This is an optimization exercise on Yosys and OpenROAD, whose aim is small area and a short achievable clock period, not a production implementation.
The RTL was checked by simulation tests, not by an equivalence proof against the original design.
Power is estimated from default activity; no workload was simulated.

Setup of run 1:
==> flow/design.v (excerpt) <==
module c6288 (clk, reset, N1_wire, N18_wire, N35_wire, N52_wire, N69_wire, N86_wire, N103_wire, N120_wire, N137_wire, N154_wire, N171_wire, N188_wire, N205_wire, N222_wire, N239_wire, N256_wire, N273_wire, N290_wire, N307_wire, N324_wire, N341_wire, N358_wire, N375_wire, N392_wire, N409_wire, N426_wire, N443_wire, N460_wire, N477_wire, N494_wire, N511_wire, N528_wire,
  N545, N1581, N1901, N2223, N2548, N2877, N3211, N3552, N3895, N4241, N4591, N4946, N5308, N5672, N5971, N6123, N6150, N6160, N6170, N6180, N6190, N6200, N6210, N6220, N6230, N6240, N6250, N6260, N6270, N6280, N6288, N6287);
==> flow/config.mk <==
export PLATFORM = sky130hd
export DESIGN_NAME = c6288
export DESIGN_NICKNAME = c6288
export VERILOG_FILES = /design/flow/design.v
export SDC_FILE = /design/flow/constraint.sdc
export NUM_CORES = 4
export LEC_CHECK = 0
export CAP_MARGIN = 20
export CORE_MARGIN = 2
export CORE_UTILIZATION = 40
export CTS_BUF_LIST = sky130_fd_sc_hd__clkbuf_4 sky130_fd_sc_hd__clkbuf_8
export SLEW_MARGIN = 20
export SYNTH_HIERARCHICAL = 1
==> flow/constraint.sdc <==
create_clock -name core_clock -period 14.0 [get_ports {clk}]
set_input_delay 2.8000 -clock core_clock [delete_from_list [all_inputs] [get_ports {clk}]]
set_output_delay 2.8000 -clock core_clock [all_outputs]
set_load 0.01 [all_outputs]
standard.sh (not shown) runs the stock make flow with config.mk's settings and CLKGATE_MAP_FILE= SYNTH_SCRIPT=/design/flow/synth_recipe.tcl, a recipe that flattens the netlist after the stock synthesis.
==> flow/flow/run.sh <==
#!/bin/bash
# Own layout flow: the standard flow (standard.sh) with extra ORFS make
# variables from flow/extra.txt (one VAR=value per line), e.g. a setup margin
# so that repair_timing sizes and buffers the multiplier for a short period
# rather than only for the 14 ns clock. Each step's full output goes to a log
# file in the work folder.
set -euo pipefail
mapfile -t EXTRA < <(grep -v '^#' flow/extra.txt | grep .)
bash standard.sh synth > synth.log 2>&1
bash standard.sh finish "${EXTRA[@]}" > layout.log 2>&1
==> flow/flow/extra.txt <==
SETUP_SLACK_MARGIN=9
BUFFER_PORTS_ARGS=-buffer_cell sky130_fd_sc_hd__buf_1
RECOVER_POWER=100
Ran to the end and failed final checks on max-capacitance violations, max-slew violations: run 1.
#### Input delta (run 2 over run 1)
--- a/flow/flow/run.sh
+++ b/flow/flow/run.sh
@@ -5,2 +5,4 @@
-# rather than only for the 14 ns clock. Each step's full output goes to a log
-# file in the work folder.
+# rather than only for the 14 ns clock. After the standard synthesis every
+# combinational cell is set to the smallest size of its footprint
+# (flow/downsize.py); the resizer upsizes where timing needs it.
+# Each step's full output goes to a log file in the work folder.
@@ -9,0 +12,3 @@
+RES=orfs/results/$FLOW_PLATFORM/c6288/base
+python3 flow/downsize.py $FLOW_HOME/platforms/$FLOW_PLATFORM/lib/sky130_fd_sc_hd__tt_025C_1v80.lib $RES/1_2_yosys.v > downsize.log 2>&1
+rm -f $RES/1_synth.odb $RES/1_synth.sdc
==> flow/flow/downsize.py (new file) <==
#!/usr/bin/env python3
"""Give every combinational cell of the synthesized netlist the smallest size
of its footprint (e.g. a22oi_2 -> a22oi_1); the resizer later upsizes only
where timing needs it. Flip-flops, tie cells and dont-use cells are left as
they are. usage: downsize.py LIB NETLIST"""
import re, sys
lib, net = sys.argv[1], sys.argv[2]
txt = open(lib).read()
cells = {}
for m in re.finditer(r'cell \("(\w+)"\)\s*\{', txt):
    body = txt[m.end():m.end() + 4000]
    fp = re.search(r'cell_footprint : "(\w+)"', body)
    ar = re.search(r'area : ([\d.]+)', body)
    if fp and ar:
        cells[m.group(1)] = (fp.group(1), float(ar.group(1)))
skip = re.compile(r'sky130_fd_sc_hd__(df|dl|sdf|edf|conb|tap|fill|decap|diode|clk|probe|lpflow|buf|inv|bufinv)')
best = {}
for c, (fp, ar) in cells.items():
    if skip.match(c):
        continue
    if fp not in best or ar < cells[best[fp]][1]:
        best[fp] = c
src = open(net).read()
n = [0]
def rep(m):
    c = m.group(1)
    if c in cells and not skip.match(c):
        b = best.get(cells[c][0], c)
        if b != c and cells[b][1] < cells[c][1] - 1e-6:
            n[0] += 1
            return b + m.group(2)
    return m.group(0)
out = re.sub(r'\b(sky130_fd_sc_hd__\w+)(\s+\S+\s*\()', rep, src)
open(net, 'w').write(out)
print(f"downsized {n[0]} cells")
--- a/flow/flow/extra.txt
+++ b/flow/flow/extra.txt
@@ -3 +2,0 @@
-RECOVER_POWER=100
- Run 2 ran to completion and came out clean on the timing, design-rule and antenna checks.
- Run 1 and run 2 ended up with roughly the same first-pass GRT wire length.
- Re area after synthesis: run 1 and run 2 aren't equal, and the lower value belongs to run 2.
- Taking run 1 as the reference, in run 2 top fanout value on the critical path went down by 6; clock buffer count in the final layout went down by 2; post-route non-filler standard cell count went down by 5; proportion of power drawn by combinational gates was more or less identical.
- Run 2 against run 1: sequential-cell power consumption saw little to no change; multi-input gate share of the layout cell area saw a decrease.
For run 3, these inputs were changed with respect to run 2:
==> flow/flow/run.sh <==
#!/bin/bash
# Own layout flow: the standard flow (standard.sh) with extra ORFS make
# variables from flow/extra.txt (one VAR=value per line), e.g. a setup margin
# so that repair_timing sizes and buffers the multiplier for a short period
# rather than only for the 14 ns clock. Each step's full output goes to a log
# file in the work folder.
set -euo pipefail
mapfile -t EXTRA < <(grep -v '^#' flow/extra.txt | grep .)
bash standard.sh synth > synth.log 2>&1
bash standard.sh finish "${EXTRA[@]}" > layout.log 2>&1
--- a/flow/config.mk
+++ b/flow/config.mk
@@ -10 +10 @@
-export CORE_UTILIZATION = 40
+export CORE_UTILIZATION = 65
removed: flow/flow/downsize.py
[summary]
The final layout from run 3, which completed every stage, passed the timing, design-rule and antenna checks at the end of the flow.
The critical path launch point comes out ra[4] in one run and ra[6] in the other, namely in run 2 and run 3 respectively.
Run 3 — depth of the most critical reg-to-reg path 1 lower, run 2 as reference
The run showing the greater clock period minus final worst setup slack is run 3.
Cmp run 2 and run 3 / post-route worst hold slack / lower: run 3
Lower critical path depth among run 2 and run 3: run 3
met1 usage in global routing ends up higher on run 3.
Comparing run 2 and run 3, the lower portion of the clock cycle consumed by the worst path in the final layout is on run 2.
Comparing cell area reported after detailed placement for run 2 and run 3, the bigger number came from run 3.
Fmax in run 3 is about 1.5% below run 2.
Modified inputs, run 4 compared to run 3
--- a/flow/config.mk
+++ b/flow/config.mk
@@ -10 +10 @@
-export CORE_UTILIZATION = 65
+export CORE_UTILIZATION = 40
==> comparison <==
- Global-route met1 utilization: higher on run 3
- Comparing run 3 and run 4, the lower number of nets in the final layout was measured on run 4.
- Between run 3 and run 4, the worst endpoint required time does not differ in any meaningful way.
- The overall power consumption in run 4 is 0.937 times that in run 3.
- Cmp run 3 and run 4 / detailed-route wire length / lower: run 4
- Delta (run 4 minus run 3): data arrival at the endpoint of the critical path lost 0.09 ns; cell area shrank by 49 sq um; sequential share of layout area has remained practically unchanged.
- Compared with run 3, in run 4 met2 routed wirelength shows a reduction of 0.39%; non-clock buffer count fell by 29.
What run 5 does differently from run 4 at the input level:
--- a/flow/config.mk
+++ b/flow/config.mk
@@ -11 +11 @@
-export CTS_BUF_LIST = sky130_fd_sc_hd__clkbuf_4 sky130_fd_sc_hd__clkbuf_8
+export CTS_BUF_LIST = sky130_fd_sc_hd__clkbuf_4
### Flow results
Run 5: share of total power in the clock network 1.7 points below run 4
Between run 4 and run 5, the worst setup slack is lower for run 5.
Run 4 reports its slowest cell on the critical path as sky130_fd_sc_hd__fa_1 while run 5 reports sky130_fd_sc_hd__dfrtp_4.
The register fraction of the total cell area on run 5 is in line with that on run 4.
Between run 4 and run 5, the largest fanout on the critical path is lower for run 5.
## Diff of input files: run 6 against run 5
--- a/flow/flow/run.sh
+++ b/flow/flow/run.sh
@@ -5,2 +5,4 @@
-# rather than only for the 14 ns clock. Each step's full output goes to a log
-# file in the work folder.
+# rather than only for the 14 ns clock. After the standard synthesis every
+# combinational cell is set to the smallest size of its footprint
+# (flow/downsize.py); the resizer upsizes where timing needs it.
+# Each step's full output goes to a log file in the work folder.
@@ -9,0 +12,3 @@
+RES=orfs/results/$FLOW_PLATFORM/c6288/base
+python3 flow/downsize.py $FLOW_HOME/platforms/$FLOW_PLATFORM/lib/sky130_fd_sc_hd__tt_025C_1v80.lib $RES/1_2_yosys.v > downsize.log 2>&1
+rm -f $RES/1_synth.odb $RES/1_synth.sdc
==> flow/flow/downsize.py (new file) <==
#!/usr/bin/env python3
"""Give every combinational cell of the synthesized netlist the smallest size
of its footprint (e.g. a22oi_2 -> a22oi_1); the resizer later upsizes only
where timing needs it. Flip-flops, tie cells and dont-use cells are left as
they are. usage: downsize.py LIB NETLIST"""
import re, sys
lib, net = sys.argv[1], sys.argv[2]
txt = open(lib).read()
cells = {}
for m in re.finditer(r'cell \("(\w+)"\)\s*\{', txt):
    body = txt[m.end():m.end() + 4000]
    fp = re.search(r'cell_footprint : "(\w+)"', body)
    ar = re.search(r'area : ([\d.]+)', body)
    if fp and ar:
        cells[m.group(1)] = (fp.group(1), float(ar.group(1)))
skip = re.compile(r'sky130_fd_sc_hd__(df|dl|sdf|edf|conb|tap|fill|decap|diode|clk|probe|lpflow|buf|inv|bufinv)')
best = {}
for c, (fp, ar) in cells.items():
    if skip.match(c):
        continue
    if fp not in best or ar < cells[best[fp]][1]:
        best[fp] = c
src = open(net).read()
n = [0]
def rep(m):
    c = m.group(1)
    if c in cells and not skip.match(c):
        b = best.get(cells[c][0], c)
        if b != c and cells[b][1] < cells[c][1] - 1e-6:
            n[0] += 1
            return b + m.group(2)
    return m.group(0)
out = re.sub(r'\b(sky130_fd_sc_hd__\w+)(\s+\S+\s*\()', rep, src)
open(net, 'w').write(out)
print(f"downsized {n[0]} cells")
--- a/flow/flow/extra.txt
+++ b/flow/flow/extra.txt
@@ -1 +1 @@
-SETUP_SLACK_MARGIN=9
+SETUP_SLACK_MARGIN=9.3
--- a/flow/config.mk
+++ b/flow/config.mk
@@ -11 +11 @@
-export CTS_BUF_LIST = sky130_fd_sc_hd__clkbuf_4
+export CTS_BUF_LIST = sky130_fd_sc_hd__clkbuf_4 sky130_fd_sc_hd__clkbuf_8
==> comparison <==
No stage failed in run 6, and the final checks on the layout all came back clean.
Relative to run 5, minimum hold slack decreased by 0.094 ns in run 6.
Run 6 against run 5: worst endpoint required time moved down, final cell area excluding filler cells now sits higher.
Die: run 6 smaller than run 5
Global routing usage summed across all routing layers: run 6 vs run 5 up 0.93 points
Run 6 reports its master of the slowest instance on the critical path as sky130_fd_sc_hd__fa_1 while run 5 reports sky130_fd_sc_hd__dfrtp_4.
Run 5 → run 6: area of the mapped netlist decreased 1.9%; area inside the core boundary decreased 2.7%.
Post-placement cell area (lower): run 6
As far as sum of negative setup slack goes, run 5 and run 6 are indistinguishable; the numbers are identical.
Compared with run 5, run 6 shows total wire length that has gone up by a few percent.

-- re-timing with driven ports --
Ports are ideal in the flow. The routed layouts listed here were re-timed in OpenROAD.
Step 1, drivers: a clkbuf_16 drives clk and a buf_2 each remaining input, both assumed.
Step 2 also shifts input and output timing later by t, the mid clock arrival at the registers, as if the neighbouring blocks saw the same clock.
Slacks: ideal ports / drivers / drivers and shift; pairs: ideal ports / drivers.
run | t (ns) | slack for setup (ns) | clock arrival spread, ns
run 1 | 0.403 | 8.594 / 8.594 / 8.270 | 0.011 / 0.011
run 2 | 0.406 | 9.226 / 9.226 / 9.226 | 0.016 / 0.016
run 3 | 0.411 | 9.154 / 9.154 / 9.154 | 0.022 / 0.023
run 4 | 0.402 | 9.241 / 9.241 / 9.241 | 0.010 / 0.011
run 5 | 0.485 | 9.209 / 9.209 / 9.209 | 0.016 / 0.016
run 6 | 0.416 | 9.295 / 9.295 / 9.295 | 0.019 / 0.019
The setup slack of run 1, which loses most, moves by 0.000 ns with the drivers and by -0.324 ns with both steps. Setup slack includes reset recovery checks.
